Background: an optimization exercise with open tools, aiming at small area. Do not read the settings as production practice.
The RTL was checked by simulation tests, not by an equivalence proof against the original design.
Power is estimated from default activity; no workload was simulated.

==> flow/design.v, too long to show whole: its modules and the start of the top module <==
// module top_mac_bfusion: 28 lines
// module bf_prod: 544 lines
module top_mac_bfusion (clk, rst, accu_rst, a, w, config_aw, z);
  // ...
==> flow/flow/run.sh <==
#!/bin/bash
# Standard ORFS layout with a different synthesis of the same design:
#  1. the standard synthesis runs first; its flip-flop names are kept;
#  3. ports are buffered with the smallest buffer, and the clock tree is
#     built without dummy loads.
set -euo pipefail
W=$PWD
R=$W/orfs/results/${FLOW_PLATFORM}/top_mac_bfusion/base
LIB=$FLOW_HOME/platforms/${FLOW_PLATFORM}/lib/sky130_fd_sc_hd__tt_025C_1v80.lib
YOSYS=$FLOW_HOME/../tools/install/yosys/bin/yosys
[ -x "$YOSYS" ] || YOSYS=yosys
DU="-dont_use *probe* -dont_use *lpflow* -dont_use *clkdly* -dont_use *dlygate* -dont_use *dlymetal*"
export BUFFER_PORTS_ARGS="-buffer_cell sky130_fd_sc_hd__buf_1"
export CTS_ARGS="-sink_clustering_enable -repair_clock_nets -buf_list sky130_fd_sc_hd__clkbuf_8 -dont_use_dummy_load"
bash standard.sh "$R/1_2_yosys.v" > synth.log 2>&1
cp "$R/1_2_yosys.v" "$W/1_2_yosys.std.v"
printf 'strash\n&get -n\n&st\n&dch -f\n&nf -R 1000\n&put\ntopo\n' > "$W/area.script"
cat > "$W/struct.ys" <<EOT
read_liberty -lib $LIB
read_verilog -sv $W/flow/struct.v
synth -top $FLOW_TOP -flatten -nofsm -noshare
dfflibmap -liberty $LIB
opt -purge
abc -liberty $LIB -script $W/area.script $DU
opt_clean -purge
hilomap -singleton -hicell sky130_fd_sc_hd__conb_1 HI -locell sky130_fd_sc_hd__conb_1 LO
setundef -zero
splitnets
opt_clean -purge
write_verilog -noattr -noexpr -nohex -nodec $W/struct_net.v
EOT
if "$YOSYS" -l struct_yosys.log -q "$W/struct.ys" > /dev/null 2>&1 \
   && python3 flow/flopname.py "$W/1_2_yosys.std.v" "$W/struct_net.v" > flopname.log 2>&1; then
  cp "$W/struct_net.v" "$R/1_2_yosys.v"
  python3 flow/fixpol.py "$R/1_2_yosys.v" > fixpol.log 2>&1
else
  python3 flow/fixpol.py "$R/1_2_yosys.v" --free-logic > fixpol.log 2>&1
  mkdir -p "$W/reabc"
  python3 flow/reabc.py "$LIB" "$R/1_2_yosys.v" "$W/reabc/mid.v" > reabc_py.log 2>&1
  cat > "$W/reabc/r.ys" <<EOT
read_liberty -lib $LIB
read_verilog $W/reabc/mid.v
hierarchy -top $FLOW_TOP
proc; opt -fast; techmap; opt -fast
abc -liberty $LIB -script $W/area.script $DU
opt_clean -purge
hilomap -singleton -hicell sky130_fd_sc_hd__conb_1 HI -locell sky130_fd_sc_hd__conb_1 LO
setundef -zero
splitnets
opt_clean -purge
write_verilog -noattr -noexpr -nohex -nodec $W/reabc/out.v
EOT
  "$YOSYS" -l reabc_yosys.log -q "$W/reabc/r.ys" > /dev/null 2>&1
  cp "$W/reabc/out.v" "$R/1_2_yosys.v"
  python3 flow/fixpol.py "$R/1_2_yosys.v" > fixpol2.log 2>&1
fi
bash standard.sh > layout.log 2>&1
==> flow/flow/fixpol.py <==
"""Re-polarise full adders in a mapped sky130 netlist to remove inverters.

A full adder is self-dual: FA(~a,~b,~c) = (~sum, ~cout). For each fa cell we
choose whether it works on the complements of its signals, so that as few
inverters as possible are needed between cells. The logic function of every
net that leaves the adders (flip-flop inputs, ports, other gates) is kept.
usage: fixpol.py netlist.v  (rewrites the file in place)
"""
import re, sys, random

path = sys.argv[1]
FREE = '--free-logic' in sys.argv[2:]
src = open(path).read()
inst_re = re.compile(r'^(\s*)(sky130_fd_sc_hd__\w+)\s+(\S+)\s*\((.*?)\);\n', re.S | re.M)
pin_re = re.compile(r'\.(\w+)\(\s*([^()]*?)\s*\)')
OUTS = {'X', 'Y', 'SUM', 'COUT', 'Q', 'Q_N', 'HI', 'LO'}

cells = []
for m in inst_re.finditer(src):
    pins = [(p, n.strip()) for p, n in pin_re.findall(m.group(4))]
    cells.append(dict(span=m.span(), ind=m.group(1), type=m.group(2), name=m.group(3), pins=pins))

drv = {}
for i, c in enumerate(cells):
    for p, n in c['pins']:
        if p in OUTS and n: drv[n] = (i, p)

def is_inv(c):
    return re.match(r'sky130_fd_sc_hd__(inv|clkinv)_\d+$', c['type']) is not None
def is_fa(c):
    return re.match(r'sky130_fd_sc_hd__fa_\d+$', c['type']) is not None

def is_logic(c):
    return not re.match(r'sky130_fd_sc_hd__(fa|ha|df|sdf|edf|dl|conb|inv|clkinv)', c['type'])

def pin(c, p):
    for q, n in c['pins']:
        if q == p: return n
    return None

# literal of a net: (base net, polarity) following inverters
def lit(n):
    pol = 0
    seen = 0
    while n in drv and is_inv(cells[drv[n][0]]) and seen < 50:
        n = pin(cells[drv[n][0]], 'A'); pol ^= 1; seen += 1
    return (n, pol)

fas = [i for i, c in enumerate(cells) if is_fa(c)]
fa_out = {}  # base net -> fa index (nets driven by fa outputs)
for i in fas:
    for p in ('SUM', 'COUT'):
        n = pin(cells[i], p)
        if n: fa_out[n] = i

# consumers: list of (kind, cellidx or None, pin, wanted literal)
# kind 'fa' -> wanted polarity toggles with flip of that fa; else fixed.
cons = []
port_outs = set()
for i, c in enumerate(cells):
    if is_inv(c): continue
    for p, n in c['pins']:
        if p in OUTS or not n: continue
        if n.startswith("1'b") or re.match(r"^\d+'", n): 
            continue
        kind = 'fa' if is_fa(c) else ('free' if FREE and is_logic(c) else 'fix')
        cons.append((kind, i, p, lit(n)))
# inverter outputs that feed ports/other non-cell sinks: keep inverters whose output
# is a module output port net (not consumed by cells). Find port names.
hdr = src[:cells[0]['span'][0]] if cells else src
outports = set()
for m in re.finditer(r'^\s*output\s+(\[(\d+):(\d+)\]\s*)?(\S+);', hdr, re.M):
    if m.group(1):
        for k in range(int(m.group(3)), int(m.group(2)) + 1): outports.add(f'{m.group(4)}[{k}]')
    else: outports.add(m.group(4))
for i, c in enumerate(cells):
    if is_inv(c):
        y = pin(c, 'Y')
        if y in outports: cons.append(('fix', None, None, lit(y)))
for n in outports:
    if n in drv and not is_inv(cells[drv[n][0]]):
        pass

flip = {i: 0 for i in fas}

def prod_pol(base):
    i = fa_out.get(base)
    return flip[i] if i is not None else 0

def need_set():
    s = set()
    for kind, i, p, (b, q) in cons:
        if kind == 'fa': q ^= flip[i]
        if b in fa_out or True:
            if q != prod_pol(b): s.add((b, q))
    return s

def cost():
    return len(need_set())

# local search
by_base = {}
for k, (kind, i, p, (b, q)) in enumerate(cons):
    by_base.setdefault(b, []).append(k)
def inv_needed_for(b):
    if FREE and b in drv and is_logic(cells[drv[b][0]]): return 0
    pp = prod_pol(b)
    qs = set()
    for k in by_base.get(b, []):
        kind, i, p, (bb, q) = cons[k]
        if kind == 'free': continue
        if kind == 'fa': q ^= flip[i]
        qs.add(q)
    return 1 if (pp ^ 1) in qs else 0
def touched(i):
    c = cells[i]
    bs = set()
    for p in ('SUM', 'COUT'):
        n = pin(c, p)
        if n: bs.add(n)
    for p in ('A', 'B', 'CIN'):
        bs.add(lit(pin(c, p))[0])
    return bs
T = {i: touched(i) for i in fas}
start = cost()
rnd = random.Random(1)
import math
cur = sum(inv_needed_for(b) for b in by_base)
best = cur; bestflip = dict(flip)
N = max(1, len(fas))
iters = 4000 * N
for it in range(iters):
    T0 = 2.0 * (0.02/2.0) ** (it/iters)
    i = fas[rnd.randrange(N)]
    before = sum(inv_needed_for(b) for b in T[i])
    flip[i] ^= 1
    d = sum(inv_needed_for(b) for b in T[i]) - before
    if d <= 0 or rnd.random() < math.exp(-d/T0):
        cur += d
        if cur < best: best = cur; bestflip = dict(flip)
    else:
        flip[i] ^= 1
flip.update(bestflip)
end = cost()

# rewrite
names = set(re.findall(r'^\s*wire\s+(?:\[[^\]]*\]\s*)?(\S+);', src, re.M))
cnt = [0]
def newnet():
    while True:
        cnt[0] += 1
        n = f'_pol{cnt[0]}_'
        if n not in names: names.add(n); return n
phys = {}     # base -> physical net carrying produced polarity
for i in fas:
    if flip[i]:
        for p in ('SUM', 'COUT'):
            n = pin(cells[i], p)
            if n: phys[n] = newnet()
lits = {}     # (base, pol) -> net carrying that literal
new_invs = []
def get(b, q):
    if (b, q) in lits: return lits[(b, q)]
    pp = prod_pol(b)
    pn = phys.get(b, b)
    if q == pp: lits[(b, q)] = pn; return pn
    # need an inverter from pn
    if pp == 1 and q == 0: out = b            # restore original net name
    else: out = newnet()
    new_invs.append((pn, out))
    lits[(b, q)] = out
    return out

edits = {}
for idx, c in enumerate(cells):
    if is_inv(c): continue
    newpins = []
    for p, n in c['pins']:
        if p in OUTS:
            if is_fa(c) and flip[idx] and n: n = phys[n]
            newpins.append((p, n)); continue
        if not n or n.startswith("1'b") or re.match(r"^\d+'", n):
            newpins.append((p, n)); continue
        b, q = lit(n)
        if is_fa(c): q ^= flip[idx]
        newpins.append((p, get(b, q)))
    edits[idx] = newpins
for n in outports:
    if n in drv and is_inv(cells[drv[n][0]]):
        b, q = lit(n)
        got = get(b, q)
        if got != n: new_invs.append((got, n)); 
# make sure flipped fa outputs that are original nets with consumers wanting pol 0 exist
for b in phys:
    pass

def fmt(n):
    return n + ' ' if n.startswith('\\') else n
out = []
pos = 0
first = cells[0]['span'][0]
decl = ''.join(f'  wire {n};\n' for n in sorted(names - set(re.findall(r'^\s*wire\s+(?:\[[^\]]*\]\s*)?(\S+);', src, re.M))))
out.append(src[:first]); out.append(decl)
pos = first
k = 0
for idx, c in enumerate(cells):
    s, e = c['span']
    out.append(src[pos:s]); pos = e
    if is_inv(c): continue
    body = ',\n'.join(f'    .{p}({fmt(n)})' for p, n in edits[idx])
    out.append(f"{c['ind']}{c['type']} {c['name']} (\n{body}\n  );\n")
for a, y in new_invs:
    k += 1
    out.append(f'  sky130_fd_sc_hd__inv_1 _polinv{k}_ (\n    .A({fmt(a)}),\n    .Y({fmt(y)})\n  );\n')
out.append(src[pos:])
open(path, 'w').write(''.join(out))
ninv_old = sum(1 for c in cells if is_inv(c))
print(f'fixpol: {len(fas)} full adders, {sum(flip.values())} flipped; inverters {ninv_old} -> {len(new_invs)} (needed literals {start} -> {end})')
==> flow/flow/flopname.py <==
"""Give the flip-flops of netlist B the instance names that netlist A (the
standard synthesis) gives the same registers. A flip-flop of A is known by
its instance name up to the '$' Yosys appends; one of B by the net it drives.
usage: flopname.py A.v B.v   (rewrites B.v; exits 1 unless every flip-flop pairs up)"""
import re, sys
inst_re = re.compile(r'^(\s*)(sky130_fd_sc_hd__\w+)\s+(\S+)\s*\((.*?)\);', re.S | re.M)
def clean(n):
    return n.strip().lstrip('\\').strip()
def flops(v, by_name):
    out = {}
    for m in inst_re.finditer(v):
        if re.match(r'sky130_fd_sc_hd__(df|sdf|edf)', m.group(2)):
            if by_name:
                key = clean(m.group(3)).split('$')[0]
            else:
                key = clean(re.search(r'\.Q\(\s*([^()]*?)\s*\)', m.group(4)).group(1))
            if key in out: print('duplicate register', key); sys.exit(1)
            out[key] = (m.group(2), m.group(3))
    return out
A = open(sys.argv[1]).read(); B = open(sys.argv[2]).read()
fa, fb = flops(A, True), flops(B, False)
if set(fa) != set(fb) or any(fa[k][0] != fb[k][0] for k in fa):
    print('flip-flops do not pair up:', sorted(set(fa) ^ set(fb))[:10]); sys.exit(1)
names = {fb[k][1]: fa[k][1] for k in fb}
def repl(m):
    n = m.group(3)
    if n in names:
        new = names[n]
        if new.startswith('\\') and not new.endswith(' '): new += ' '
        return f'{m.group(1)}{m.group(2)} {new} ({m.group(4)});'
    return m.group(0)
open(sys.argv[2], 'w').write(inst_re.sub(repl, B))
print(f'flopname: renamed {len(names)} flip-flops')
==> flow/flow/reabc.py <==
"""Turn every plain logic cell of a mapped sky130 netlist back into a Boolean
assign (from the liberty functions), keeping flip-flops, full and half adders
and tie cells as instances, so ABC can map that logic again.
usage: reabc.py lib in.v out.v"""
import re, sys
lib, src, dst = sys.argv[1:4]
L = open(lib).read()
func = {}
parts = re.split(r'\n\s*cell\s*\(\s*"?(sky130_fd_sc_hd__\w+)"?\s*\)', L)
for i in range(1, len(parts), 2):
    body = parts[i + 1]
    outs = {}
    for m in re.finditer(r'pin\s*\(\s*"?(\w+)"?\s*\)\s*\{', body):
        seg = body[m.end():m.end() + 4000]
        d = re.search(r'direction\s*:\s*"?(\w+)"?', seg)
        f = re.search(r'function\s*:\s*"([^"]*)"', seg.split('pin (')[0] if 'pin (' in seg else seg)
        if d and d.group(1) == 'output' and f:
            outs[m.group(1)] = f.group(1)
    func[parts[i]] = outs
KEEP = re.compile(r'sky130_fd_sc_hd__(fa|ha|df|conb|sdf|edf|dl)')
def conv(f, pins):
    f = f.replace('!', '~').replace('+', '|').replace('*', '&')
    toks = re.findall(r"[A-Za-z_][A-Za-z0-9_]*|[~&|^()]|'", f)
    out = []
    prev = None
    for t in toks:
        operand_start = re.match(r'[A-Za-z_]', t) or t in ('(', '~')
        if prev is not None and operand_start and (re.match(r'[A-Za-z_]', prev) or prev == ')' or prev == "'"):
            out.append('&')
        if t == "'":
            # postfix complement: wrap previous operand
            out[-1] = '~' + out[-1]; prev = "'"; continue
        out.append(f'({pins[t]})' if re.match(r'[A-Za-z_]', t) else t)
        prev = t
    return ' '.join(out)
v = open(src).read()
inst_re = re.compile(r'^(\s*)(sky130_fd_sc_hd__\w+)\s+(\S+)\s*\((.*?)\);\n', re.S | re.M)
pin_re = re.compile(r'\.(\w+)\(\s*([^()]*?)\s*\)')
def fmt(n): return n + ' ' if n.startswith('\\') else n
def repl(m):
    t = m.group(2)
    if KEEP.match(t) or t not in func or not func[t]:
        return m.group(0)
    pins = {p: fmt(n.strip()) for p, n in pin_re.findall(m.group(4))}
    s = ''
    for o, f in func[t].items():
        if o in pins and pins[o].strip():
            s += f'  assign {pins[o]} = {conv(f, pins)};\n'
    return s
open(dst, 'w').write(inst_re.sub(repl, v))
==> flow/standard.sh <==
#!/bin/bash
# synth_recipe.tcl (not shown) runs the flow's synth.tcl, then flattens the netlist and writes it again
# the make line also repeats each setting of config.mk as NAME=value (left out here)
make -C /OpenROAD-flow-scripts/flow DESIGN_CONFIG=/design/flow/config.mk WORK_HOME=/design/flow/orfs CLKGATE_MAP_FILE= SYNTH_SCRIPT=/design/flow/synth_recipe.tcl "${@:-finish}"
==> flow/config.mk <==
export PLATFORM = sky130hd
export DESIGN_NAME = top_mac_bfusion
export DESIGN_NICKNAME = top_mac_bfusion
export VERILOG_FILES = /design/flow/design.v
export SDC_FILE = /design/flow/constraint.sdc
export NUM_CORES = 4
export LEC_CHECK = 0
export CAP_MARGIN = 5
export CORE_MARGIN = 2
export CORE_UTILIZATION = 60
export CTS_BUF_LIST = sky130_fd_sc_hd__clkbuf_8
export GPL_TIMING_DRIVEN = 0
export SLEW_MARGIN = 5
==> flow/constraint.sdc <==
create_clock -name core_clock -period 10.0 [get_ports {clk}]
set_input_delay 2.0000 -clock core_clock [delete_from_list [all_inputs] [get_ports {clk}]]
set_output_delay 2.0000 -clock core_clock [all_outputs]
set_load 0.01 [all_outputs]
Not shown: flow/flow/struct.v
==> impl_metrics.json, run 1 <==
{
  "status": "finished clean",
  "cp-start-kind": "input port",
  "dp_cells": 797,
  "leakage_nw": 2.80,
  "hold_start": "m1[5]$_DFF_P_",
  "highest_layer": "met4",
  "num_rows": 36,
  "stdcell_area_um2": 6970,
  "grt_pass1_wl_um": 29100,
  "buffer_area_frac": 0.0953,
  "post-dp-hpwl_um": 14200,
  "design.seq.count": 54,
  "route.met3.wl_um": 2450,
  "drc": 0,
  "r2r_setup_slack_ps": 2100,
  "finalSetupViolCount": 0,
  "dr.pass1.iters": 9,
  "viasPerCell": 6.37,
  "seq_area_frac": 0.155,
  "powerClk_w": 0.000107,
  "diodes": 0,
  "grt_use_total": 0.377,
  "regArea_um2": 1080,
  "met2WireLength_um": 8880,
  "slowest_delay_ps": 480,
  "rr_endpoint": "z[19]$_SDFF_PP0_",
  "syn_to_final_growth_pct": 17.8,
  "via_count": 5315,
  "met2_usage": 0.570,
  "hp-class": "reg2reg",
  "core-area_um2": 9680,
  "endpoint": "m1[15]$_DFF_P_",
  "largest_reg_flops": 20,
  "cts_hold_buffers": 0,
  "clock_path_buffers": 2,
  "gr-usage-met3": 0.118,
  "drt-initial-drc-count": 612,
  "post_cts.repair.setup_buffers": 15,
  "reg2reg_depth": 23,
  "wl_met1_um": 6840,
  "inv_count": 6,
  "cts_root_buf": "clkbuf_8",
  "crit_required_ps": 10180
}
==> module top_mac_bfusion, before the edit <==
module top_mac_bfusion (clk, rst, accu_rst, a, w, config_aw, z);
	input               clk, rst, accu_rst;
	input        [31:0] a;
	input        [31:0] w;
	input         [2:0] config_aw;
	output reg   [19:0] z;
	wire [15:0] p;
	bf_prod prod (.a(a), .w(w), .cfg(config_aw), .p(p));
	reg [15:0] m1, m2;
	reg        rst_d, clr;
	wire        m011   = ~config_aw[2] & config_aw[0];
	wire [19:0] addend = {{4{m2[15]}}, m2[15:12], m011 ? m2[13:2] : m2[11:0]};
	wire [20:0] cy;
	wire [19:0] sum;
	assign cy[0] = 1'b0;
	genvar i;
	generate for (i = 0; i < 20; i = i + 1) begin : acc
		assign sum[i]  = z[i] ^ addend[i] ^ cy[i];
		assign cy[i+1] = (z[i] & addend[i]) | (cy[i] & (z[i] ^ addend[i]));
	end endgenerate
	always @(posedge clk) begin
		m1    <= p;
		m2    <= m1;
		rst_d <= rst;
		clr   <= rst | accu_rst | rst_d;
		z     <= clr ? 20'd0 : sum;
	end
endmodule
==> inputs of run 2 (changes only) <==
--- a/flow/design.v
+++ b/flow/design.v
@@ -9,6 +9,6 @@
 	reg [15:0] m1, m2;
 	reg        rst_d, clr;
-	wire        m011   = ~config_aw[2] & config_aw[0];
-	wire [19:0] addend = {{4{m2[15]}}, m2[15:12], m011 ? m2[13:2] : m2[11:0]};
+	reg         m011_q;
+	wire [19:0] addend = {{4{m2[15]}}, m2[15:12], m011_q ? m2[13:2] : m2[11:0]};
 	wire [20:0] cy;
 	wire [19:0] sum;
@@ -22,4 +22,5 @@
 		m1    <= p;
 		m2    <= m1;
+		m011_q <= ~config_aw[2] & config_aw[0];
 		rst_d <= rst;
 		clr   <= rst | accu_rst | rst_d;
--- a/flow/flow/struct.v
+++ b/flow/flow/struct.v
@@ -12,5 +12,5 @@
 	reg        rst_d, clr;
 
-	wire        m011   = ~config_aw[2] & config_aw[0];
+	reg         m011_q;
 	wire [20:0] cy;
 	wire [19:0] sum;
@@ -18,7 +18,7 @@
 	generate for (i = 0; i < 20; i = i + 1) begin : acc
 		if (i == 0) begin : h
-			sky130_fd_sc_hd__ha_1 ha (.A(z[i]), .B(m011 ? m2[i+2] : m2[i]), .COUT(cy[i+1]), .SUM(sum[i]));
+			sky130_fd_sc_hd__ha_1 ha (.A(z[i]), .B(m011_q ? m2[i+2] : m2[i]), .COUT(cy[i+1]), .SUM(sum[i]));
 		end else if (i < 12) begin : f
-			sky130_fd_sc_hd__fa_1 fa (.A(z[i]), .B(m011 ? m2[i+2] : m2[i]), .CIN(cy[i]), .COUT(cy[i+1]), .SUM(sum[i]));
+			sky130_fd_sc_hd__fa_1 fa (.A(z[i]), .B(m011_q ? m2[i+2] : m2[i]), .CIN(cy[i]), .COUT(cy[i+1]), .SUM(sum[i]));
 		end else if (i < 16) begin : g
 			sky130_fd_sc_hd__fa_1 fa (.A(z[i]), .B(m2[i]), .CIN(cy[i]), .COUT(cy[i+1]), .SUM(sum[i]));
@@ -31,4 +31,5 @@
 		m1    <= p;
 		m2    <= m1;
+		m011_q <= ~config_aw[2] & config_aw[0];
 		rst_d <= rst;
 		clr   <= rst | accu_rst | rst_d;
--- a/flow/config.mk
+++ b/flow/config.mk
@@ -10,4 +10,5 @@
 export CORE_UTILIZATION = 60
 export CTS_BUF_LIST = sky130_fd_sc_hd__clkbuf_8
+export GPL_ROUTABILITY_DRIVEN = 0
 export GPL_TIMING_DRIVEN = 0
 export SLEW_MARGIN = 5
==> impl_metrics.json, run 2 <==
{
  "cts_sinks": 55,
  "max_freq_mhz": 101,
  "vdd_drop_max_uv": 245,
  "synth_fp_nets": 769,
  "cts_root_buf": "clkbuf_8",
  "fin_cells": 804,
  "dr.pass1.iters": 9,
  "drc": 0,
  "cts_tree": "done",
  "drt-initial-drc-count": 641,
  "hold_viol_final": 0,
  "via_count": 5074,
  "ys_warn_count": 1,
  "grt_use_total": 0.334,
  "tns_ps": 0,
  "antenna_found_initial": 0,
  "io_pins": 90,
  "endpoint": "m1[15]$_DFF_P_",
  "path_clk_slew_ps": 100,
  "syn_to_final_growth_pct": 13.9,
  "cap_violations": 0,
  "period_minus_slack_ps": 9860,
  "grt_pass1_wl_um": 27800,
  "fp.dieW_um": 104,
  "finalSetupViolCount": 0,
  "endpoint_kind": "flip-flop",
  "cp.arrival_ps": 10050,
  "wl_um": 17300,
  "hp-class": "reg2reg",
  "top_register": "z",
  "num_rows": 36,
  "clock_path_buffers": 2,
  "port_buffers": 89,
  "p_total_w": 0.00165,
  "startpoint": "config_aw[2]",
  "synth_area_um2": 5940,
  "drive_above_1_share": 0.0700,
  "viasPerCell": 6.31,
  "post-dp-hpwl_um": 13100,
  "worstReg2RegStart": "m011_q$_DFF_P_",
  "largest_reg_flops": 20,
  "grt_max_degree": 28,
  "clkLatencyLatePin_ps": 300,
  "crit_required_ps": 10190,
  "mostFrequentLayoutCells": "126 x fa_1, 86 x buf_1, 80 x nand2_1",
  "diodes": 0,
  "status": "finished clean",
  "critPathKind": "in2reg",
  "cp-start-kind": "input port",
  "top_regs": "z: 20 flops, m1: 16 flops, m2: 16 flops",
  "period_share": 0.986,
  "finalClockSkew_ps": 17.7,
  "drt.antenna.violating_nets": 0,
  "crit_fanout": 13,
  "die-area_um2": 10700,
  "grt-ovfl-total": 0,
  "synthCells": 554,
  "dp_cells": 777,
  "start_util": 0.613,
  "rr_endpoint": "z[19]$_SDFF_PP0_",
  "fin_nets": 888,
  "cts_inserted_buffers": 5,
  "max-slew-margin-rel": 0.408,
  "core-area_um2": 9680,
  "htree_levels": 2,
  "leakage_nw": 2.70,
  "die_h_um": 104,
  "avgSynthCellArea_um2": 10.7,
  "final_common_cell": "fa_1",
  "worst_pin_slew_ps": 887,
  "first_global_vias": 5243,
  "reg2reg_depth": 22,
  "drv_slew": 0,
  "r2r_setup_slack_ps": 1000,
  "p_per_area_nw_per_um2": 244,
  "avgRoutedWirePerCell_um": 21.5
}
-- run 2: critical path, stage by stage --
cell and delay, ps:
clkbuf_4 270, clkinvlp_4 250, buf_4 220, nor2_4 330
nand2_1 320, a21oi_1 300, xnor2_1 120, fa_1 490
fa_1 400, fa_1 410, fa_1 400, fa_1 480
fa_2 350, fa_1 390, fa_2 350, fa_1 380
fa_1 390, fa_1 390, fa_1 390, fa_2 350
fa_1 430, ha_1 200, fa_1 420
-- run 2: how the worst min path moves through the flow --
stage / endpoint / cells past startpoint / slack [ps] / startpoint
global placement: m2[5]$_DFF_P_ / 0 / 310 / m1[5]$_DFF_P_
finish: m2[4]$_DFF_P_ / 0 / 320 / m1[4]$_DFF_P_
floorplan: m2[0]$_DFF_P_ / 0 / 310 / m1[0]$_DFF_P_
detailed placement: m2[5]$_DFF_P_ / 0 / 310 / m1[5]$_DFF_P_
global route: m2[5]$_DFF_P_ / 0 / 340 / m1[5]$_DFF_P_
CTS: m2[4]$_DFF_P_ / 0 / 330 / m1[4]$_DFF_P_
-- run 2: repair_timing --
| action | 4_1_cts | 5_1_grt |
|---|---|---|
| setup buffers | 6 | 11 |
| resized for setup | 13 | 5 |
| cloned | 4 | 1 |
| hold buffers | 0 | 0 |
| endpoints found under the hold margin | 0 | 0 |
| pin swaps | 3 | 5 |
| endpoints found under the setup margin | 4 | 1 |
-- run 2: report_power, final --
group | total (W) | internal, W | leakage (nW) | switching, W
sequential | 0.000376 | 0.000337 | 0.458 | 0.0000394
combinational | 0.00117 | 0.000571 | 2.21 | 0.000600
clock | 0.000106 | 0.0000453 | 0.0359 | 0.0000608
total | 0.00165 | 0.000954 | 2.70 | 0.000700
-- run 2: metrics by stage --
step | utilization | setup slack [ps] | hold slack (ps) | instance area (µm²)
6_report | 0.699 | 137 | 325 | 6770
5_1_grt | 0.699 | -26.3 | 338 | 6770
4_1_cts | 0.688 | 9.88 | 330 | 6660
3_5_place_dp | 0.671 | -1710 | 312 | 6500
3_3_place_gp | 0.670 | -1700 | 312 | 6480
2_1_floorplan | - | 22.2 | 310 | 5980
-- run 2: area by class of cell --
class,instances,area (µm²)
Sequential cell,55,1100
Timing Repair inverter,2,15.0
Fill cell,770,2920
Multi-Input combinational cell,495,4900
Clock buffer,5,68.8
Tap cell,133,166
Timing Repair Buffer,107,482
Inverter,7,37.5
-- run 2: per-layer routing --
| metal | global-route usage | part of all wire | vias up |
|---|---|---|---|
| met3 | 0.110 | 0.13 | 131 |
| met4 | 0.150 | 0.072 | 0 |
| li1 | - | - | 2118 |
| met1 | 0.451 | 0.36 | 2422 |
| met5 | 0 | 0 | - |
| met2 | 0.497 | 0.44 | 403 |
==> inputs of run 3 (changes only) <==
--- a/flow/flow/run.sh
+++ b/flow/flow/run.sh
@@ -20,4 +20,8 @@
 read_verilog -sv $W/flow/struct.v
 synth -top $FLOW_TOP -flatten -nofsm -noshare
+extract_fa
+techmap -map $FLOW_HOME/platforms/${FLOW_PLATFORM}/cells_adders_hd.v
+techmap
+opt -fast -purge
 dfflibmap -liberty $LIB
 opt -purge
--- a/flow/flow/struct.v
+++ b/flow/flow/struct.v
@@ -659,49 +659,34 @@
 	wire c504;
 	sky130_fd_sc_hd__ha_1 ha7 (.A(s501), .B(c492), .COUT(c504), .SUM(s503));
-	wire s505;
-	wire c506;
-	sky130_fd_sc_hd__fa_1 fa102 (.A(pp273), .B(pp274), .CIN(pp276), .COUT(c506), .SUM(s505));
-	wire s507;
-	wire c508;
-	sky130_fd_sc_hd__fa_1 fa103 (.A(pp277), .B(c494), .CIN(s505), .COUT(c508), .SUM(s507));
-	wire s509;
-	wire c510;
-	sky130_fd_sc_hd__fa_1 fa104 (.A(c496), .B(s507), .CIN(c498), .COUT(c510), .SUM(s509));
-	wire s511;
-	wire c512;
-	sky130_fd_sc_hd__fa_1 fa105 (.A(s509), .B(c500), .CIN(c502), .COUT(c512), .SUM(s511));
-	wire s513;
-	wire c514;
-	sky130_fd_sc_hd__ha_1 ha8 (.A(c504), .B(s511), .COUT(c514), .SUM(s513));
-	wire s515;
-	wire c516;
-	sky130_fd_sc_hd__fa_1 fa106 (.A(pp278), .B(pp279), .CIN(pp280), .COUT(c516), .SUM(s515));
-	wire s517;
-	wire c518;
-	sky130_fd_sc_hd__fa_1 fa107 (.A(c506), .B(s515), .CIN(c508), .COUT(c518), .SUM(s517));
-	wire s519;
-	wire c520;
-	sky130_fd_sc_hd__fa_1 fa108 (.A(s517), .B(c510), .CIN(c512), .COUT(c520), .SUM(s519));
-	wire s521;
-	wire c522;
-	sky130_fd_sc_hd__ha_1 ha9 (.A(c514), .B(s519), .COUT(c522), .SUM(s521));
-	wire s523;
-	wire c524;
-	sky130_fd_sc_hd__fa_1 fa109 (.A(pp281), .B(pp282), .CIN(c516), .COUT(c524), .SUM(s523));
-	wire s525;
-	wire c526;
-	sky130_fd_sc_hd__fa_1 fa110 (.A(s523), .B(c518), .CIN(c520), .COUT(c526), .SUM(s525));
-	wire s527;
-	wire c528;
-	sky130_fd_sc_hd__ha_1 ha10 (.A(c522), .B(s525), .COUT(c528), .SUM(s527));
-	wire s529;
-	wire c530;
-	sky130_fd_sc_hd__fa_1 fa111 (.A(pp283), .B(c524), .CIN(c526), .COUT(c530), .SUM(s529));
-	wire s531;
-	wire c532;
-	sky130_fd_sc_hd__ha_1 ha11 (.A(c528), .B(s529), .COUT(c532), .SUM(s531));
-	wire s533;
-	wire c534;
-	sky130_fd_sc_hd__fa_1 fa112 (.A(1'b1), .B(c530), .CIN(c532), .COUT(c534), .SUM(s533));
+	wire s505 = pp273 ^ pp274 ^ pp276;
+	wire c506 = (pp273 & pp274) | (pp276 & (pp273 ^ pp274));
+	wire s507 = pp277 ^ c494 ^ s505;
+	wire c508 = (pp277 & c494) | (s505 & (pp277 ^ c494));
+	wire s509 = c496 ^ s507 ^ c498;
+	wire c510 = (c496 & s507) | (c498 & (c496 ^ s507));
+	wire s511 = s509 ^ c500 ^ c502;
+	wire c512 = (s509 & c500) | (c502 & (s509 ^ c500));
+	wire s513 = c504 ^ s511;
+	wire c514 = c504 & s511;
+	wire s515 = pp278 ^ pp279 ^ pp280;
+	wire c516 = (pp278 & pp279) | (pp280 & (pp278 ^ pp279));
+	wire s517 = c506 ^ s515 ^ c508;
+	wire c518 = (c506 & s515) | (c508 & (c506 ^ s515));
+	wire s519 = s517 ^ c510 ^ c512;
+	wire c520 = (s517 & c510) | (c512 & (s517 ^ c510));
+	wire s521 = c514 ^ s519;
+	wire c522 = c514 & s519;
+	wire s523 = pp281 ^ pp282 ^ c516;
+	wire c524 = (pp281 & pp282) | (c516 & (pp281 ^ pp282));
+	wire s525 = s523 ^ c518 ^ c520;
+	wire c526 = (s523 & c518) | (c520 & (s523 ^ c518));
+	wire s527 = c522 ^ s525;
+	wire c528 = c522 & s525;
+	wire s529 = pp283 ^ c524 ^ c526;
+	wire c530 = (pp283 & c524) | (c526 & (pp283 ^ c524));
+	wire s531 = c528 ^ s529;
+	wire c532 = c528 & s529;
+	wire s533 = 1'b1 ^ c530 ^ c532;
+	wire c534 = (1'b1 & c530) | (c532 & (1'b1 ^ c530));
 	wire [15:0] s = {s533, s531, s527, s521, s513, s503, s491, s477, s461, s443, s421, s395, s359, s317, s297, s287};
 	assign p = s[15:0];
==> impl_metrics.json, run 3 <==
{
  "path_delay_family": "adder cells",
  "diodes": 0,
  "crit_fanout": 14,
  "syn_to_final_growth_pct": 13.3,
  "slowest_delay_ps": 510,
  "drv_slew": 0,
  "max_freq_mhz": 102,
  "clock_path_buffers": 2,
  "die_h_um": 103,
  "synth_area_um2": 5940,
  "cts_sinks": 55,
  "fin_util": 0.695,
  "drt.antenna.violating_nets": 0,
  "regArea_um2": 1100,
  "start_util": 0.613,
  "core-area_um2": 9680,
  "grt_max_degree": 29,
  "cp.arrival_ps": 10010,
  "path_clk_slew_ps": 100,
  "synth_fp_nets": 772,
  "mostFrequentLayoutCells": "131 x fa_1, 86 x buf_1, 84 x nand2_1",
  "path_cells": "clkbuf_4, clkinvlp_4, buf_4, nand2_2, nor2_4, nor2_1, nand2_1, fa_1, fa_1, fa_1, fa_1, fa_1, fa_1, fa_1, fa_1, fa_1, fa_1, fa_1, fa_1, fa_1, fa_1, ha_1, xnor2_1",
  "dr.pass1.iters": 5,
  "cts_inserted_buffers": 5,
  "hold_start": "m1[7]$_DFF_P_",
  "drc": 0,
  "avgSynthCellArea_um2": 10.6,
  "worstReg2RegStart": "m011_q$_DFF_P_",
  "p_per_area_nw_per_um2": 247,
  "grt_pass1_wl_um": 26600,
  "rsz0062_at_grt": "false",
  "endpoint_kind": "flip-flop",
  "first_global_vias": 5047,
  "leakage_nw": 2.71,
  "final_common_cell": "fa_1",
  "clkLatencyLatePin_ps": 310,
  "cpMostUsedCell": "fa_1",
  "top_regs": "z: 20 flops, m1: 16 flops, m2: 16 flops",
  "drt-initial-drc-count": 598,
  "htree_levels": 2,
  "slowest_stage": "fa_1",
  "status": "finished clean",
  "avgRoutedWirePerCell_um": 21.8,
  "hp-class": "reg2reg",
  "wl_um": 17500,
  "crit_required_ps": 10210,
  "grt_use_total": 0.340,
  "drive_above_1_share": 0.0507,
  "dp_cells": 781,
  "synthCells": 558,
  "cts_tree": "done",
  "period_share": 0.980,
  "cp-start-kind": "input port",
  "path_buf_inv": 3,
  "fp.dieW_um": 103,
  "fin_hold_ws_ps": 321,
  "fin_cells": 803,
  "fillerInstances": 805,
  "largest_reg_flops": 20,
  "startpoint": "config_aw[2]",
  "antenna_found_initial": 0,
  "finalClockSkew_ps": 27.5,
  "die-area_um2": 10700,
  "ys_warn_count": 1,
  "post-dp-hpwl_um": 13400,
  "period_minus_slack_ps": 9800,
  "fin_nets": 886,
  "hold_viol_final": 0,
  "cts_root_buf": "clkbuf_8",
  "num_rows": 36,
  "top_register": "z",
  "via_count": 5020,
  "max-slew-margin-rel": 0.428,
  "p_total_w": 0.00166,
  "multi_input_area_um2": 4850,
  "vdd_drop_max_uv": 313,
  "worst_pin_slew_ps": 856,
  "critPathKind": "in2reg",
  "port_buffers": 89,
  "io_pins": 90,
  "viasPerCell": 6.25,
  "cap_violations": 0,
  "grt-ovfl-total": 0,
  "finalSetupViolCount": 0
}
==> run 3: path summary, 6_finish.rpt <==
| kind | to | slack, ps | cells after the start |
|---|---|---|---|
| setup / recovery | m1[15]$_DFF_P_ | 200 | 23 |
| hold / removal | m2[7]$_DFF_P_ | 320 | 0 |
| setup reg to reg | z[19]$_SDFF_PP0_ | 940 | 22 |
| hold reg to reg | m2[7]$_DFF_P_ | 320 | 0 |
==> run 3: per-layer routing <==
metal  track usage  up-vias  wire length (µm)
met5             0        -                 0
met4         0.201        0              1450
met3         0.114      124              2250
met2         0.483      407              7670
met1         0.457     2367              6110
li1              -     2122                 -
==> run 3: final cells by class <==
type / instances / share of cell area
inverter: 11 / 0.00781
timing repair buffer: 103 / 0.0696
clock buffer: 5 / 0.0102
tap: 133 / 0.0247
timing repair inverter: 2 / 0.00223
multi-input combinational: 494 / 0.722
sequential: 55 / 0.164
==> run 3: through the flow <==
stage / cell area, µm² / setup TNS (ps) / setup WS, ps
after floorplan: 5950 / 0 / 9.94
after global placement: 6450 / -8310 / -2070
after detailed placement: 6480 / -6550 / -1800
after CTS: 6670 / 0 / 102
after global routing: 6730 / 0 / 2.51
final: 6730 / 0 / 204
==> run 3: what timing repair did <==
action                                  in CTS  in global routing
pin swaps                                    2                  2
gates resized for setup                     14                  3
hold buffers                                 0                  0
gates cloned                                 3                  1
endpoints found under the setup margin       5                  2
setup buffers                                8                  5
==> run 3: power breakdown <==
group          switching [W]  total [W]  internal (W)  leakage (nW)
combinational       0.000606    0.00118      0.000572          2.22
sequential         0.0000405   0.000378      0.000337         0.458
clock              0.0000619   0.000107     0.0000453        0.0359
==> inputs of run 4 (changes only) <==
--- a/flow/flow/struct.v
+++ b/flow/flow/struct.v
@@ -596,67 +596,46 @@
 	wire c462;
 	sky130_fd_sc_hd__fa_1 fa83 (.A(s459), .B(c442), .CIN(c444), .COUT(c462), .SUM(s461));
-	wire s463;
-	wire c464;
-	sky130_fd_sc_hd__fa_1 fa84 (.A(pp240), .B(pp243), .CIN(pp244), .COUT(c464), .SUM(s463));
-	wire s465;
-	wire c466;
-	sky130_fd_sc_hd__fa_1 fa85 (.A(pp247), .B(pp250), .CIN(pp251), .COUT(c466), .SUM(s465));
-	wire s467;
-	wire c468;
-	sky130_fd_sc_hd__fa_1 fa86 (.A(pp252), .B(c446), .CIN(c448), .COUT(c468), .SUM(s467));
-	wire s469;
-	wire c470;
-	sky130_fd_sc_hd__fa_1 fa87 (.A(s463), .B(s465), .CIN(c450), .COUT(c470), .SUM(s469));
-	wire s471;
-	wire c472;
-	sky130_fd_sc_hd__fa_1 fa88 (.A(c452), .B(s467), .CIN(s469), .COUT(c472), .SUM(s471));
-	wire s473;
-	wire c474;
-	sky130_fd_sc_hd__fa_1 fa89 (.A(c454), .B(s471), .CIN(c456), .COUT(c474), .SUM(s473));
-	wire s475;
-	wire c476;
-	sky130_fd_sc_hd__fa_1 fa90 (.A(s473), .B(c458), .CIN(c460), .COUT(c476), .SUM(s475));
-	wire s477;
-	wire c478;
-	sky130_fd_sc_hd__ha_1 ha5 (.A(s475), .B(c462), .COUT(c478), .SUM(s477));
-	wire s479;
-	wire c480;
-	sky130_fd_sc_hd__fa_1 fa91 (.A(pp254), .B(pp256), .CIN(pp258), .COUT(c480), .SUM(s479));
-	wire s481;
-	wire c482;
-	sky130_fd_sc_hd__fa_1 fa92 (.A(pp260), .B(pp262), .CIN(pp264), .COUT(c482), .SUM(s481));
-	wire s483;
-	wire c484;
-	sky130_fd_sc_hd__fa_1 fa93 (.A(c464), .B(c466), .CIN(s479), .COUT(c484), .SUM(s483));
-	wire s485;
-	wire c486;
-	sky130_fd_sc_hd__fa_1 fa94 (.A(s481), .B(c468), .CIN(s483), .COUT(c486), .SUM(s485));
-	wire s487;
-	wire c488;
-	sky130_fd_sc_hd__fa_1 fa95 (.A(c470), .B(s485), .CIN(c472), .COUT(c488), .SUM(s487));
-	wire s489;
-	wire c490;
-	sky130_fd_sc_hd__fa_1 fa96 (.A(s487), .B(c474), .CIN(c476), .COUT(c490), .SUM(s489));
-	wire s491;
-	wire c492;
-	sky130_fd_sc_hd__ha_1 ha6 (.A(s489), .B(c478), .COUT(c492), .SUM(s491));
-	wire s493;
-	wire c494;
-	sky130_fd_sc_hd__fa_1 fa97 (.A(pp265), .B(pp266), .CIN(pp267), .COUT(c494), .SUM(s493));
-	wire s495;
-	wire c496;
-	sky130_fd_sc_hd__fa_1 fa98 (.A(pp269), .B(pp271), .CIN(c480), .COUT(c496), .SUM(s495));
-	wire s497;
-	wire c498;
-	sky130_fd_sc_hd__fa_1 fa99 (.A(c482), .B(s493), .CIN(s495), .COUT(c498), .SUM(s497));
-	wire s499;
-	wire c500;
-	sky130_fd_sc_hd__fa_1 fa100 (.A(c484), .B(s497), .CIN(c486), .COUT(c500), .SUM(s499));
-	wire s501;
-	wire c502;
-	sky130_fd_sc_hd__fa_1 fa101 (.A(s499), .B(c488), .CIN(c490), .COUT(c502), .SUM(s501));
-	wire s503;
-	wire c504;
-	sky130_fd_sc_hd__ha_1 ha7 (.A(s501), .B(c492), .COUT(c504), .SUM(s503));
+	wire s463 = pp240 ^ pp243 ^ pp244;
+	wire c464 = (pp240 & pp243) | (pp244 & (pp240 ^ pp243));
+	wire s465 = pp247 ^ pp250 ^ pp251;
+	wire c466 = (pp247 & pp250) | (pp251 & (pp247 ^ pp250));
+	wire s467 = pp252 ^ c446 ^ c448;
+	wire c468 = (pp252 & c446) | (c448 & (pp252 ^ c446));
+	wire s469 = s463 ^ s465 ^ c450;
+	wire c470 = (s463 & s465) | (c450 & (s463 ^ s465));
+	wire s471 = c452 ^ s467 ^ s469;
+	wire c472 = (c452 & s467) | (s469 & (c452 ^ s467));
+	wire s473 = c454 ^ s471 ^ c456;
+	wire c474 = (c454 & s471) | (c456 & (c454 ^ s471));
+	wire s475 = s473 ^ c458 ^ c460;
+	wire c476 = (s473 & c458) | (c460 & (s473 ^ c458));
+	wire s477 = s475 ^ c462;
+	wire c478 = s475 & c462;
+	wire s479 = pp254 ^ pp256 ^ pp258;
+	wire c480 = (pp254 & pp256) | (pp258 & (pp254 ^ pp256));
+	wire s481 = pp260 ^ pp262 ^ pp264;
+	wire c482 = (pp260 & pp262) | (pp264 & (pp260 ^ pp262));
+	wire s483 = c464 ^ c466 ^ s479;
+	wire c484 = (c464 & c466) | (s479 & (c464 ^ c466));
+	wire s485 = s481 ^ c468 ^ s483;
+	wire c486 = (s481 & c468) | (s483 & (s481 ^ c468));
+	wire s487 = c470 ^ s485 ^ c472;
+	wire c488 = (c470 & s485) | (c472 & (c470 ^ s485));
+	wire s489 = s487 ^ c474 ^ c476;
+	wire c490 = (s487 & c474) | (c476 & (s487 ^ c474));
+	wire s491 = s489 ^ c478;
+	wire c492 = s489 & c478;
+	wire s493 = pp265 ^ pp266 ^ pp267;
+	wire c494 = (pp265 & pp266) | (pp267 & (pp265 ^ pp266));
+	wire s495 = pp269 ^ pp271 ^ c480;
+	wire c496 = (pp269 & pp271) | (c480 & (pp269 ^ pp271));
+	wire s497 = c482 ^ s493 ^ s495;
+	wire c498 = (c482 & s493) | (s495 & (c482 ^ s493));
+	wire s499 = c484 ^ s497 ^ c486;
+	wire c500 = (c484 & s497) | (c486 & (c484 ^ s497));
+	wire s501 = s499 ^ c488 ^ c490;
+	wire c502 = (s499 & c488) | (c490 & (s499 ^ c488));
+	wire s503 = s501 ^ c492;
+	wire c504 = s501 & c492;
 	wire s505 = pp273 ^ pp274 ^ pp276;
 	wire c506 = (pp273 & pp274) | (pp276 & (pp273 ^ pp274));
==> impl_metrics.json, run 4 <==
{
  "status": "finished clean",
  "crit_required_ps": 10210,
  "grt_pass1_wl_um": 27400,
  "switching_share": 0.428,
  "dr.pass1.iters": 6,
  "drt-initial-drc-count": 587,
  "cts_tree": "done",
  "ys_warn_count": 1,
  "endpoint_kind": "flip-flop",
  "top_regs": "z: 20 flops, m1: 16 flops, m2: 16 flops",
  "diodes": 0,
  "clock_path_buffers": 2,
  "dp_cells": 789,
  "htree_levels": 2,
  "max_freq_mhz": 103,
  "port_buffers": 89,
  "post-place-ws_ps": -1800,
  "top_register": "z",
  "hold_viol_final": 0,
  "synth_fp_nets": 779,
  "path_clk_slew_ps": 90,
  "p_per_area_nw_per_um2": 249,
  "grt_max_degree": 27,
  "avgRoutedWirePerCell_um": 21.2,
  "cts_inserted_buffers": 5,
  "clkLatencyLatePin_ps": 310,
  "start_util": 0.615,
  "cp-start-kind": "input port",
  "critPathKind": "in2reg",
  "cts_sinks": 55,
  "leakage_nw": 2.72,
  "place_area_um2": 6500,
  "via_count": 5132,
  "post-dp-hpwl_um": 13400,
  "cts_hold_buffers": 0,
  "fin_ws_ps": 258,
  "hp-class": "reg2reg",
  "crit_fanout": 21,
  "rsz0062_at_grt": "false",
  "wl_um": 17100,
  "syn_to_final_growth_pct": 12.9,
  "stdcell_area_um2": 6720,
  "die_h_um": 104,
  "viasPerCell": 6.36,
  "antenna_found_initial": 0,
  "grt-ovfl-total": 0,
  "fp.dieW_um": 104,
  "regArea_um2": 1100,
  "drv_slew": 0,
  "finalClockSkew_ps": 9.92,
  "fin_nets": 890,
  "vdd_drop_max_uv": 327,
  "first_global_vias": 5237,
  "drive_above_1_share": 0.0460,
  "multi_input_area_um2": 4840,
  "clkPwrFrac": 0.064,
  "fillerInstances": 784,
  "core-area_um2": 9680,
  "synthCells": 565,
  "netSwitchingPower_w": 0.000718,
  "final_common_cell": "fa_1",
  "synth_area_um2": 5950,
  "max-slew-margin-rel": 0.360,
  "fin_cells": 807,
  "avgSynthCellArea_um2": 10.5,
  "cp.arrival_ps": 9960,
  "p_seq_frac": 0.225,
  "drt.antenna.violating_nets": 0,
  "worst_pin_slew_ps": 957,
  "mostFrequentLayoutCells": "131 x fa_1, 87 x nand2_1, 86 x buf_1",
  "largest_reg_flops": 20,
  "finalSetupViolCount": 0,
  "cap_violations": 0,
  "period_share": 0.974,
  "intPower_w": 0.000958,
  "drc": 0,
  "grt_use_total": 0.331,
  "cts_root_buf": "clkbuf_8",
  "die-area_um2": 10700,
  "io_pins": 90,
  "combPwrFrac": 0.711,
  "fin_hold_ws_ps": 328,
  "num_rows": 36,
  "period_minus_slack_ps": 9740
}
[run 4: final cells by class]
class / instances / area share
Sequential cell: 55 / 0.164
Multi-Input combinational cell: 494 / 0.719
Clock buffer: 5 / 0.0102
Tap cell: 133 / 0.0248
Inverter: 17 / 0.0112
Timing Repair Buffer: 101 / 0.0685
Timing Repair inverter: 2 / 0.00223
[run 4: worst max-delay path, stage by stage]
cell and delay [ps]:
buf_4 190, clkinvlp_4 140, buf_4 200, nand2_2 210, nor2_4 250, buf_8 220
nand2_1 130, o21ai_0 180, and2_0 210, fa_1 460, fa_1 420, fa_1 460
fa_1 450, fa_1 460, fa_1 390, fa_1 410, fa_1 440, fa_1 380
fa_1 380, fa_1 410, fa_1 390, fa_1 380, fa_1 450, ha_1 200
xnor2_1 120
[run 4: power by group through the flow]
| stage | Sequential, W | Clock (W) | Combinational (W) |
|---|---|---|---|
| after floorplan | 0.000376 | 0 | 0.000889 |
| after global placement | 0.000382 | 0 | 0.00116 |
| after detailed placement | 0.000383 | 0 | 0.00123 |
| after CTS | 0.000379 | 0.000113 | 0.00124 |
| after global routing | 0.000387 | 0.000122 | 0.00144 |
| final | 0.000376 | 0.000108 | 0.00119 |
[run 4: repair_timing]
action                     in CTS  in global routing
setup endpoints to repair       5                  2
pin swaps                       1                  3
cloned                          2                  1
setup buffers                   4                  6
resized for setup              13                  6
[run 4: final timing paths]
| check | start | to | slack, ps | cells after the start |
|---|---|---|---|---|
| setup / recovery | config_aw[2] | m1[15]$_DFF_P_ | 260 | 25 |
| setup reg to reg | m011_q$_DFF_P_ | z[19]$_SDFF_PP0_ | 1090 | 22 |
| hold reg to reg | m1[7]$_DFF_P_ | m2[7]$_DFF_P_ | 330 | 0 |
| hold / removal | m1[7]$_DFF_P_ | m2[7]$_DFF_P_ | 330 | 0 |
[run 4: per-stage QoR]
step	util	total power [W]	setup TNS, ps
6_report	0.694	0.00168	0
5_1_grt	0.694	0.00194	0
4_1_cts	0.686	0.00173	0
3_5_place_dp	0.671	0.00162	-6740
3_3_place_gp	0.667	0.00154	-7060
2_1_floorplan	-	0.00126	0
[run 4: metal layers]
| layer | vias to the layer above | global-route usage | wire length (µm) |
|---|---|---|---|
| met5 | - | 0 | 0 |
| met3 | 130 | 0.111 | 2270 |
| met1 | 2460 | 0.425 | 5860 |
| met4 | 0 | 0.169 | 1310 |
| met2 | 411 | 0.505 | 7690 |
| li1 | 2131 | - | - |
==> inputs of run 5 (changes only) <==
--- a/flow/design.v
+++ b/flow/design.v
@@ -9,6 +9,6 @@
 	reg [15:0] m1, m2;
 	reg        rst_d, clr;
-	reg         m011_q;
-	wire [19:0] addend = {{4{m2[15]}}, m2[15:12], m011_q ? m2[13:2] : m2[11:0]};
+	wire        m011   = ~config_aw[2] & config_aw[0];
+	wire [19:0] addend = {{4{m2[15]}}, m2[15:12], m011 ? m2[13:2] : m2[11:0]};
 	wire [20:0] cy;
 	wire [19:0] sum;
@@ -22,5 +22,4 @@
 		m1    <= p;
 		m2    <= m1;
-		m011_q <= ~config_aw[2] & config_aw[0];
 		rst_d <= rst;
 		clr   <= rst | accu_rst | rst_d;
--- a/flow/flow/struct.v
+++ b/flow/flow/struct.v
@@ -12,5 +12,5 @@
 	reg        rst_d, clr;
 
-	reg         m011_q;
+	wire        m011   = ~config_aw[2] & config_aw[0];
 	wire [20:0] cy;
 	wire [19:0] sum;
@@ -18,7 +18,7 @@
 	generate for (i = 0; i < 20; i = i + 1) begin : acc
 		if (i == 0) begin : h
-			sky130_fd_sc_hd__ha_1 ha (.A(z[i]), .B(m011_q ? m2[i+2] : m2[i]), .COUT(cy[i+1]), .SUM(sum[i]));
+			sky130_fd_sc_hd__ha_1 ha (.A(z[i]), .B(m011 ? m2[i+2] : m2[i]), .COUT(cy[i+1]), .SUM(sum[i]));
 		end else if (i < 12) begin : f
-			sky130_fd_sc_hd__fa_1 fa (.A(z[i]), .B(m011_q ? m2[i+2] : m2[i]), .CIN(cy[i]), .COUT(cy[i+1]), .SUM(sum[i]));
+			sky130_fd_sc_hd__fa_1 fa (.A(z[i]), .B(m011 ? m2[i+2] : m2[i]), .CIN(cy[i]), .COUT(cy[i+1]), .SUM(sum[i]));
 		end else if (i < 16) begin : g
 			sky130_fd_sc_hd__fa_1 fa (.A(z[i]), .B(m2[i]), .CIN(cy[i]), .COUT(cy[i+1]), .SUM(sum[i]));
@@ -31,5 +31,4 @@
 		m1    <= p;
 		m2    <= m1;
-		m011_q <= ~config_aw[2] & config_aw[0];
 		rst_d <= rst;
 		clr   <= rst | accu_rst | rst_d;
==> impl_metrics.json, run 5 <==
{
  "r2r_setup_slack_ps": 2060,
  "regArea_um2": 1080,
  "final_common_cell": "fa_1",
  "post-dp-hpwl_um": 13200,
  "wl_um": 18000,
  "clock_path_buffers": 2,
  "avgRoutedWirePerCell_um": 21.6,
  "crit_fanout": 23,
  "grt_use_total": 0.351,
  "mostFrequentLayoutCells": "122 x fa_1, 86 x buf_1, 74 x nand2_1",
  "cp-start-kind": "input port",
  "top_regs": "z: 20 flops, m1: 16 flops, m2: 16 flops",
  "htree_levels": 2,
  "finalSetupViolCount": 0,
  "cts_inserted_buffers": 5,
  "die_h_um": 103,
  "fp.dieW_um": 103,
  "fillerInstances": 811,
  "period_minus_slack_ps": 9760,
  "synth_area_um2": 5940,
  "path_clk_slew_ps": 80,
  "dr.pass1.iters": 7,
  "cap_violations": 0,
  "finalClockSkew_ps": 8.01,
  "fin_nets": 916,
  "max-slew-margin-rel": 0.384,
  "first_global_vias": 5187,
  "cp.arrival_ps": 9920,
  "drc": 0,
  "num_rows": 36,
  "via_count": 5179,
  "multi_input_area_um2": 4920,
  "worst_pin_slew_ps": 921,
  "ys_warn_count": 1,
  "leakage_nw": 2.76,
  "clkLatencyLatePin_ps": 300,
  "start_util": 0.613,
  "tns_ps": 0,
  "cts_root_buf": "clkbuf_8",
  "fin_util": 0.706,
  "p_per_area_nw_per_um2": 244,
  "cts_tree": "done",
  "drt.antenna.violating_nets": 0,
  "antenna_found_initial": 0,
  "drive_above_1_share": 0.0743,
  "hp-class": "reg2reg",
  "grt_max_degree": 23,
  "period_share": 0.976,
  "largest_reg_flops": 20,
  "synthCells": 584,
  "grt-ovfl-total": 0,
  "core-area_um2": 9680,
  "avgSynthCellArea_um2": 10.2,
  "hold_viol_final": 0,
  "drt-initial-drc-count": 603,
  "max_freq_mhz": 102,
  "critPathKind": "in2reg",
  "cts_sinks": 54,
  "endpoint_kind": "flip-flop",
  "rsz0062_at_grt": "false",
  "cts_hold_buffers": 0,
  "top_register": "z",
  "diodes": 0,
  "crit_required_ps": 10160,
  "die-area_um2": 10700,
  "synth_fp_nets": 798,
  "port_buffers": 89,
  "viasPerCell": 6.22,
  "syn_to_final_growth_pct": 15.1,
  "io_pins": 90,
  "drv_slew": 0,
  "vdd_drop_max_uv": 230,
  "status": "finished clean",
  "grt_pass1_wl_um": 27300
}
run 5: cell types whose count changed in the layout (fill, tap and decap cells not counted), moves of 3 or more:
cell	previous run	this run
fa_2	0	9
a21oi_1	28	32
nor2b_1	26	29
fa_1	131	122
buf_12	1	4
nor2_2	1	7
buf_4	11	14
mux2_1	12	0
nand2_1	87	74
nor2_1	37	72
run 5: what timing repair did:
item	4_1_cts	5_1_grt
cloned	4	1
gates resized for setup	17	15
pin swaps	3	5
endpoints found under the setup margin	9	3
setup buffers	9	6
run 5: path summary, 6_finish.rpt:
check,startpoint,to,depth (start not counted)
hold reg to reg,m1[0]$_DFF_P_,m2[0]$_DFF_P_,0
hold / removal,m1[0]$_DFF_P_,m2[0]$_DFF_P_,0
setup / recovery,config_aw[0],z[19]$_SDFF_PP0_,27
setup reg to reg,m2[2]$_DFF_P_,z[19]$_SDFF_PP0_,23
run 5: layout make-up:
class | instances | area share
multi-input cells | 519 | 0.720
flip-flops and latches | 54 | 0.158
repair buffers | 106 | 0.0773
well taps | 133 | 0.0244
inverters | 16 | 0.0104
clock buffers | 5 | 0.0101
run 5: metal layers:
layer	vias to the layer above	share of wire	wire, µm	track usage
met5	-	0	0	0.0240
met4	0	0.071	1280	0.205
met3	123	0.12	2160	0.102
met2	395	0.46	8220	0.509
met1	2453	0.35	6300	0.470
li1	2208	-	-	-
run 5: critical path, stage by stage:
cell and delay, ps:
buf_12 150, clkinvlp_4 100, buf_12 110, nor2_4 40, nor2_2 100, nor2_1 50
ha_1 180, fa_1 390, fa_2 360, fa_1 380, fa_1 390, fa_1 390
fa_1 380, fa_1 390, fa_1 380, fa_1 390, fa_2 350, fa_2 340
fa_2 350, fa_2 350, fa_2 350, fa_2 340, fa_2 350, fa_2 350
fa_1 390, fa_1 420, nor2b_1 130
run 5: power by group:
part | internal (W) | switching, W | leakage (nW)
sequential | 0.000333 | 0.0000402 | 0.449
clock | 0.0000452 | 0.0000607 | 0.0359
combinational | 0.000574 | 0.000616 | 2.28
run 5: per-stage QoR:
| step | cells | hold slack, ps | power (W) | worst slack, ps | area, µm² |
|---|---|---|---|---|---|
| after floorplan | 584 | 310 | 0.00126 | 22.3 | 5970 |
| after detailed placement | 808 | 312 | 0.00160 | -2010 | 6510 |
| after global placement | 806 | 313 | 0.00155 | -2130 | 6470 |
| after CTS | 826 | 331 | 0.00172 | 18.0 | 6720 |
| final | 833 | 330 | 0.00167 | 240 | 6830 |
| after global routing | 833 | 338 | 0.00195 | 34.5 | 6830 |

## afterwards: timing with drivers on the ports
The results above use ideal ports. As a check the final layouts listed here were re-extracted and re-timed, cells and wires unchanged.
Step 1 (the two cells are an assumption about what drives the block):
set clk [get_ports {clk}]
set_driving_cell -lib_cell sky130_fd_sc_hd__clkbuf_16 $clk
set_driving_cell -lib_cell sky130_fd_sc_hd__buf_2 [delete_from_list [all_inputs] $clk]
Step 2 times the ports against the registers' clock, not the clock port: input delays grow and output delays shrink by t, the midpoint of the rising clock arrivals with the driver on.
Slacks: no drivers / after step 1 / after step 2; pairs: no drivers / after step 1.
run | t, ns | setup WS [ns] | hold slack, ns | worst setup path at the end | clock arrival spread, ns
run 1 | 0.317 | 0.158 / 0.114 / -0.203 | 0.329 / 0.329 / 0.329 | input to register | 0.013 / 0.014
run 2 | 0.317 | 0.137 / 0.139 / -0.178 | 0.325 / 0.325 / 0.325 | input to register | 0.017 / 0.018
run 3 | 0.323 | 0.204 / 0.209 / -0.114 | 0.321 / 0.321 / 0.321 | input to register | 0.028 / 0.028
run 4 | 0.338 | 0.258 / 0.266 / -0.072 | 0.328 / 0.328 / 0.328 | input to register | 0.011 / 0.010
run 5 | 0.323 | 0.240 / 0.222 / -0.101 | 0.330 / 0.330 / 0.330 | input to register | 0.008 / 0.008
Met with ideal ports but missed after step 2: setup timing in every run listed. The setup slack of run 1, which loses most, moves by -0.044 ns with the drivers and by -0.361 ns with both steps.
